From an optimization exercise on the open Yosys and OpenROAD flow, aimed at small area; shortcuts taken in it are not production practice. In this exercise RTL edits were held to simulation tests only and were not proved equivalent to the original. Power is estimated from default activity; no workload was simulated.

==> flow/design.v <==
module rpm_basys2_top(
    input mclk,
    input rst,
    output [6:0] seg,
    output       dp,
    output [3:0] an,
    input [3:0] btn,
    input  [7:0] sw,
    output [7:0] led,
    output adc_cs,
    input  adc_d0,
    input  adc_d1,
    output adc_clk
);
    wire [10:0] av;
    wire        ns;
    adc_if u_adc(
        .clk(mclk), .rst(rst), .adc_d0(adc_d0),
        .adc_clk(adc_clk), .adc_cs(adc_cs), .av(av), .ns(ns));
    wire pulse;
    thresh u_thr(.clk(mclk), .rst(rst), .av(av), .ns(ns), .pulse(pulse));
    assign led = {7'b0, pulse};
    wire        mtick;
    wire [2:0]  m1;
    wire [3:0]  m2, m3;
    counter u_cnt(
        .clk(mclk), .rst(rst), .pulse(pulse), .mtick(mtick),
        .m1(m1), .m2(m2), .m3(m3));
    display u_disp(
        .clk(mclk), .rst(rst), .m1(m1), .m2(m2), .m3(m3),
        .mtick(mtick), .seg(seg), .dp(dp), .an(an));
endmodule
module adc_if(
    input             clk,
    input             rst,
    input             adc_d0,
    output reg        adc_clk,
    output            adc_cs,
    output reg [10:0] av,    
    output            ns     
);
    reg [3:0] c14;           
    reg       sh;            
    reg [4:0] su;            
    reg [10:0] sr;
    wire c13  = c14[3] & c14[2] & c14[0];
    wire tick = c13 & ~adc_clk;
    always @(posedge clk) begin
        if (rst) begin
            c14     <= 0;
            adc_clk <= 0;
        end else if (c13) begin
            c14     <= 0;
            adc_clk <= ~adc_clk;
        end else begin
            c14 <= c14 + 4'd1;
        end
    end
    always @(posedge clk) begin
        if (rst) begin
            sh <= 0;
            su <= 5'd15;
        end else if (tick) begin
            if (su[4]) begin
                su <= 0;
                sh <= ~sh;
            end else begin
                su <= su + 5'd1;
            end
        end
    end
    assign adc_cs = ~sh;
    wire u14 = su[3:0] == 4'd14;
    wire u15 = su[3:0] == 4'd15;
    always @(posedge clk) begin
        if (tick & ~u14)
            sr <= {sr[9:0], adc_d0};
        if (tick & sh & u15)
            av <= sr;
    end
    assign ns = (c14 == 4'd0) & adc_clk & sh & su[4];
endmodule
module thresh(
    input        clk,
    input        rst,
    input [10:0] av,
    input        ns,
    output reg   pulse
);
    reg  [12:0] ic;
    wire icw = ic == 13'd7441;                        
    always @(posedge clk) begin
        if (rst)
            ic <= 13'd6755;                           
        else if (icw)
            ic <= 13'd1;                              
        else
            ic <= {ic[11:0], ic[12] ^ ic[3] ^ ic[2] ^ ic[0]};
    end
    reg [3:0] ph;            
    always @(posedge clk)
        ph <= ph + 4'd1;
    wire ph0  = ph == 4'd0;
    wire ph15 = ph == 4'd15;
    reg [175:0] ring;        
    wire [10:0] head = ring[175:165];
    reg [1:0]  st;           
    reg [3:0]  nidx;         
    reg        clr;
    reg        done;
    reg [14:0] acc;          
    reg [9:0]  hyst;
    reg [10:0] mx, mn;
    wire wr = (st == 2'd3) & (ph == nidx);
    wire [10:0] rin = wr ? av : (clr ? 11'd0 : head);
    always @(posedge clk)
        ring <= {ring[164:0], rin};
    genvar g;
    wire [10:0] sel = icw ? mn : head;
    wire [10:0] dd;
    wire [11:0] dc;
    assign dc[0] = icw;
    generate for (g = 0; g < 11; g = g + 1) begin : g_dd
        wire y = ~sel[g];
        assign dd[g]   = mx[g] ^ y ^ dc[g];
        assign dc[g+1] = (mx[g] & y) | (mx[g] & dc[g]) | (y & dc[g]);
    end endgenerate
    wire hlt = dc[11];       
    wire hge = ~hlt;
    wire dn  = ~ph0 & done;
    wire        hcnd = (dd[10:2] == 0) & (|mx[10:2]);
    wire [9:0]  hn   = {dd[10:5], dd[4] | hcnd, dd[3:2], dd[1] & ~hcnd};
    always @(posedge clk) begin
        if (rst) begin
            st   <= 0;
            nidx <= 4'd15;
            clr  <= 1;
            hyst <= 10'd8;
        end else begin
            if (icw) begin
                st   <= 2'd1;
                hyst <= hn;
                clr  <= 0;
            end else if (ph15 & (st != 0)) begin
                st <= st + 2'd1;
                if (st == 2'd3)
                    nidx <= nidx - 4'd1;
            end
            if (st == 2'd2)
                done <= dn | hlt;
        end
    end
    always @(posedge clk) begin
        if (clr | ((st == 2'd2) & ~dn & hlt))
            mn <= head;
        if (clr | ((st == 2'd3) & hge))
            mx <= head;
    end
    wire [14:0] aa = acc;
    wire [14:0] as;
    wire [15:0] ac;
    assign ac[0] = 1'b0;
    generate for (g = 0; g < 15; g = g + 1) begin : g_acc
        if (g < 11) begin : full
            assign as[g]   = aa[g] ^ head[g] ^ ac[g];
            assign ac[g+1] = (aa[g] & head[g]) | (aa[g] & ac[g]) | (head[g] & ac[g]);
        end else begin : half
            assign as[g]   = aa[g] ^ ac[g];
            assign ac[g+1] = aa[g] & ac[g];
        end
    end endgenerate
    wire aclr = (st == 2'd1) & ph15;
    always @(posedge clk) begin
        if (rst)
            acc <= 15'h4000;
        else if (aclr)
            acc <= 0;
        else if (st == 2'd2)
            acc <= as;
    end
    wire [11:0] thr = acc[14:3];
    wire [11:0] hb  = {2'b0, hyst} ^ {12{pulse}};
    wire [11:0] ylim;
    wire [12:0] yc;
    wire [12:0] pc;
    wire [11:0] smp = {av, 1'b0};
    assign yc[0] = pulse;
    assign pc[0] = ~pulse;
    generate for (g = 0; g < 12; g = g + 1) begin : g_lim
        wire ny = ~ylim[g];
        assign ylim[g] = thr[g] ^ hb[g] ^ yc[g];
        assign yc[g+1] = (thr[g] & hb[g]) | (thr[g] & yc[g]) | (hb[g] & yc[g]);
        assign pc[g+1] = (smp[g] & ny) | (smp[g] & pc[g]) | (ny & pc[g]);
    end endgenerate
    always @(posedge clk) begin
        if (rst)
            pulse <= 0;
        else if (ns)
            pulse <= pc[12];
    end
endmodule
module counter(
    input            clk,
    input            rst,
    input            pulse,
    input            mtick,
    output reg [2:0] m1,     
    output reg [3:0] m2,     
    output reg [3:0] m3      
);
    reg  [18:0] wc;
    wire wev  = wc == 19'd186189;                     
    wire w18  = wc == 19'd446282;                     
    always @(posedge clk) begin
        if (rst | wev)
            wc <= 19'd1;                              
        else
            wc <= {wc[17:0], wc[18] ^ wc[5] ^ wc[1] ^ wc[0]};
    end
    reg pa, frz, rdy, pend;
    reg [2:0] t2;
    reg [3:0] hh, kk;
    wire edg = pulse & ~pa & ~wev;
    wire upd = mtick & rdy;
    always @(posedge clk)
        if (~wev)
            pa <= pulse;
    always @(posedge clk) begin
        if (rst) begin
            frz  <= 1;
            rdy  <= 1;
            pend <= 0;
            t2   <= 0;
            hh   <= 0;
            kk   <= 0;
        end else begin
            if (wev)
                frz <= 1;
            if (w18)
                rdy <= 1;
            if (upd) begin
                m1   <= t2;
                m2   <= hh;
                m3   <= kk;
                t2   <= (pend | edg) ? 3'd3 : 3'd0;
                hh   <= 0;
                kk   <= 0;
                pend <= 0;
                frz  <= 0;
                rdy  <= 0;
            end else if (edg) begin
                if (frz)
                    pend <= 1;
                else if (t2 >= 3'd2) begin
                    t2 <= t2 - 3'd2;
                    if (hh == 4'd9) begin
                        hh <= 0;
                        kk <= (kk == 4'd9) ? 4'd0 : kk + 4'd1;
                    end else begin
                        hh <= hh + 4'd1;
                    end
                end else begin
                    t2 <= t2 + 3'd3;
                end
            end
        end
    end
endmodule
module display(
    input        clk,
    input        rst,
    input  [2:0] m1,
    input  [3:0] m2,
    input  [3:0] m3,
    output       mtick,
    output [6:0] seg,
    output       dp,
    output [3:0] an
);
    reg  [10:0] mc;
    assign mtick = mc == 11'd1482;                    
    always @(posedge clk) begin
        if (rst | mtick)
            mc <= 11'd1;                              
        else
            mc <= {mc[9:0], mc[10] ^ mc[8]};
    end
    reg [3:0] anode;
    always @(posedge clk) begin
        if (rst)
            anode <= 0;
        else if (mtick)
            anode <= {anode[2:0], anode[3] | (anode == 4'd0)};
    end
    wire [3:0] dig = anode[1] ? {m1, 1'b0} : anode[2] ? m2 : anode[3] ? m3 :
                     anode[0] ? 4'd0 : 4'd8;
    wire [3:0] d = dig;
    wire [6:0] pat;
    assign pat[0] = (~d[3] & ~d[2] & ~d[1] & d[0]) | (d[2] & ~d[1] & ~d[0]);
    assign pat[1] = (d[2] & ~d[1] & d[0]) | (d[2] & d[1] & ~d[0]);
    assign pat[2] = ~d[2] & d[1] & ~d[0];
    assign pat[3] = (~d[3] & ~d[2] & ~d[1] & d[0]) | (d[2] & ~d[1] & ~d[0]) | (d[2] & d[1] & d[0]);
    assign pat[4] = (d[2] & ~d[1]) | d[0];
    assign pat[5] = (~d[3] & ~d[2] & d[0]) | (~d[2] & d[1]) | (d[1] & d[0]);
    assign pat[6] = (~d[3] & ~d[2] & ~d[1]) | (d[2] & d[1] & d[0]);
    assign an  = ~anode;
    assign seg = pat;
    assign dp  = |anode;
endmodule
export LEC_CHECK = 0
export CAP_MARGIN = 20
export CORE_MARGIN = 2
export CORE_UTILIZATION = 40
export PLACE_DENSITY = 0.8
export SLEW_MARGIN = 20
create_clock -name core_clock -period 20.0 [get_ports {mclk}]
standard.sh (not shown) runs the stock make flow with config.mk's settings and CLKGATE_MAP_FILE= SYNTH_SCRIPT=/design/flow/synth_recipe.tcl, a recipe that flattens the netlist after the stock synthesis.
==> flow/flow/run.sh <==
#!/bin/bash
# Layout flow: the standard flow (standard.sh), with
#  - synthesis through flow/own_synth.tcl: the standard flow's synthesis script with a
#    different ABC script and full adders only;
#  - port buffers of the smallest buffer cell;
#  - clock tree synthesis without dummy loads.
# Each step's output goes to its own log file here.
set -euo pipefail
work=$(pwd)
export FLOW_SYNTH_TCL="$work/synth_recipe.tcl"
args=(
  "SYNTH_SCRIPT=$work/flow/own_synth.tcl"
  "BUFFER_PORTS_ARGS=-buffer_cell sky130_fd_sc_hd__buf_1"
  "CTS_ARGS=-sink_clustering_enable -repair_clock_nets -sink_clustering_size 38 -sink_clustering_max_diameter 60 -buf_list sky130_fd_sc_hd__clkbuf_4 -root_buf sky130_fd_sc_hd__clkbuf_4 -sink_clustering_buffer sky130_fd_sc_hd__clkbuf_16 -dont_use_dummy_load"
)
bash standard.sh "${args[@]}" synth > "$work/own_synth.log" 2>&1
bash standard.sh "${args[@]}" finish > "$work/own_finish.log" 2>&1
test -f "$work/out/final.def"
==> flow/flow/own_synth.tcl <==
# Synthesis script for this flow: the standard flow's own synthesis script (which makes
# every synth call skip the fsm and share passes, then flattens and renames),
# with two commands replaced before it runs:
#  - extract_fa extracts full adders only (no half adders);
#  - abc runs Yosys's default area script on the same liberty and don't-use
#    list, without ORFS's speed script, delay target and buffering.
# Neither touches a register.
proc extract_fa {args} { yosys extract_fa -fa }
proc abc {args} {
  set keep {}
  set skip 0
  foreach a $args {
    if {$skip} { set skip 0; continue }
    if {$a eq "-script" || $a eq "-constr" || $a eq "-D"} { set skip 1; continue }
    lappend keep $a
  }
  yosys abc {*}$keep
}
source $::env(FLOW_SYNTH_TCL)
The first run finished with timing, DRC and antenna clean.
Rerun with:
--- a/flow/flow/run.sh
+++ b/flow/flow/run.sh
@@ -14 +14 @@
-  "CTS_ARGS=-sink_clustering_enable -repair_clock_nets -sink_clustering_size 38 -sink_clustering_max_diameter 60 -buf_list sky130_fd_sc_hd__clkbuf_4 -root_buf sky130_fd_sc_hd__clkbuf_4 -sink_clustering_buffer sky130_fd_sc_hd__clkbuf_16 -dont_use_dummy_load"
+  "CTS_ARGS=-sink_clustering_enable -repair_clock_nets -sink_clustering_size 32 -sink_clustering_max_diameter 100 -buf_list sky130_fd_sc_hd__clkbuf_4 -root_buf sky130_fd_sc_hd__clkbuf_4 -sink_clustering_buffer sky130_fd_sc_hd__clkbuf_16 -dont_use_dummy_load"
- PLACE_DENSITY: 0.8 -> default
What happened: Total power goes down by a few percent. Via count goes down by a few percent. Die area stays the same. Global-route usage goes down by 0.19 points. Wire length goes down by a few percent. Count of clock-buffer cells in the layout goes down by 4. Cell count stays flat. Clock skew goes down by 0.11 ns.

-- what the ideal ports hide --
The flow's constraints put no driver on any port. The routed layouts listed below were extracted and timed again, unchanged, in two steps.
Step 1: set_driving_cell puts a clkbuf_16 on mclk and a buf_2 on each other input, an assumption about the parent block.
Step 2 times the ports against the registers' clock, not the clock port: input delays grow and output delays shrink by t, the midpoint of the rising clock arrivals with the driver on.
Three values: ideal, step 1, step 2; two values: the first two.
| run | t, ns | setup slack, ns | worst setup path after step 2 | slew at the worst register clock pin (ns) |
|---|---|---|---|---|
| the first run | 0.714 | 13.451 / 13.410 / 13.497 | register to register | 0.12 / 0.12 |
| the second run | 0.680 | 13.386 / 13.348 / 13.528 | register to register | 0.12 / 0.12 |
After both steps setup and hold are still met in every run listed.
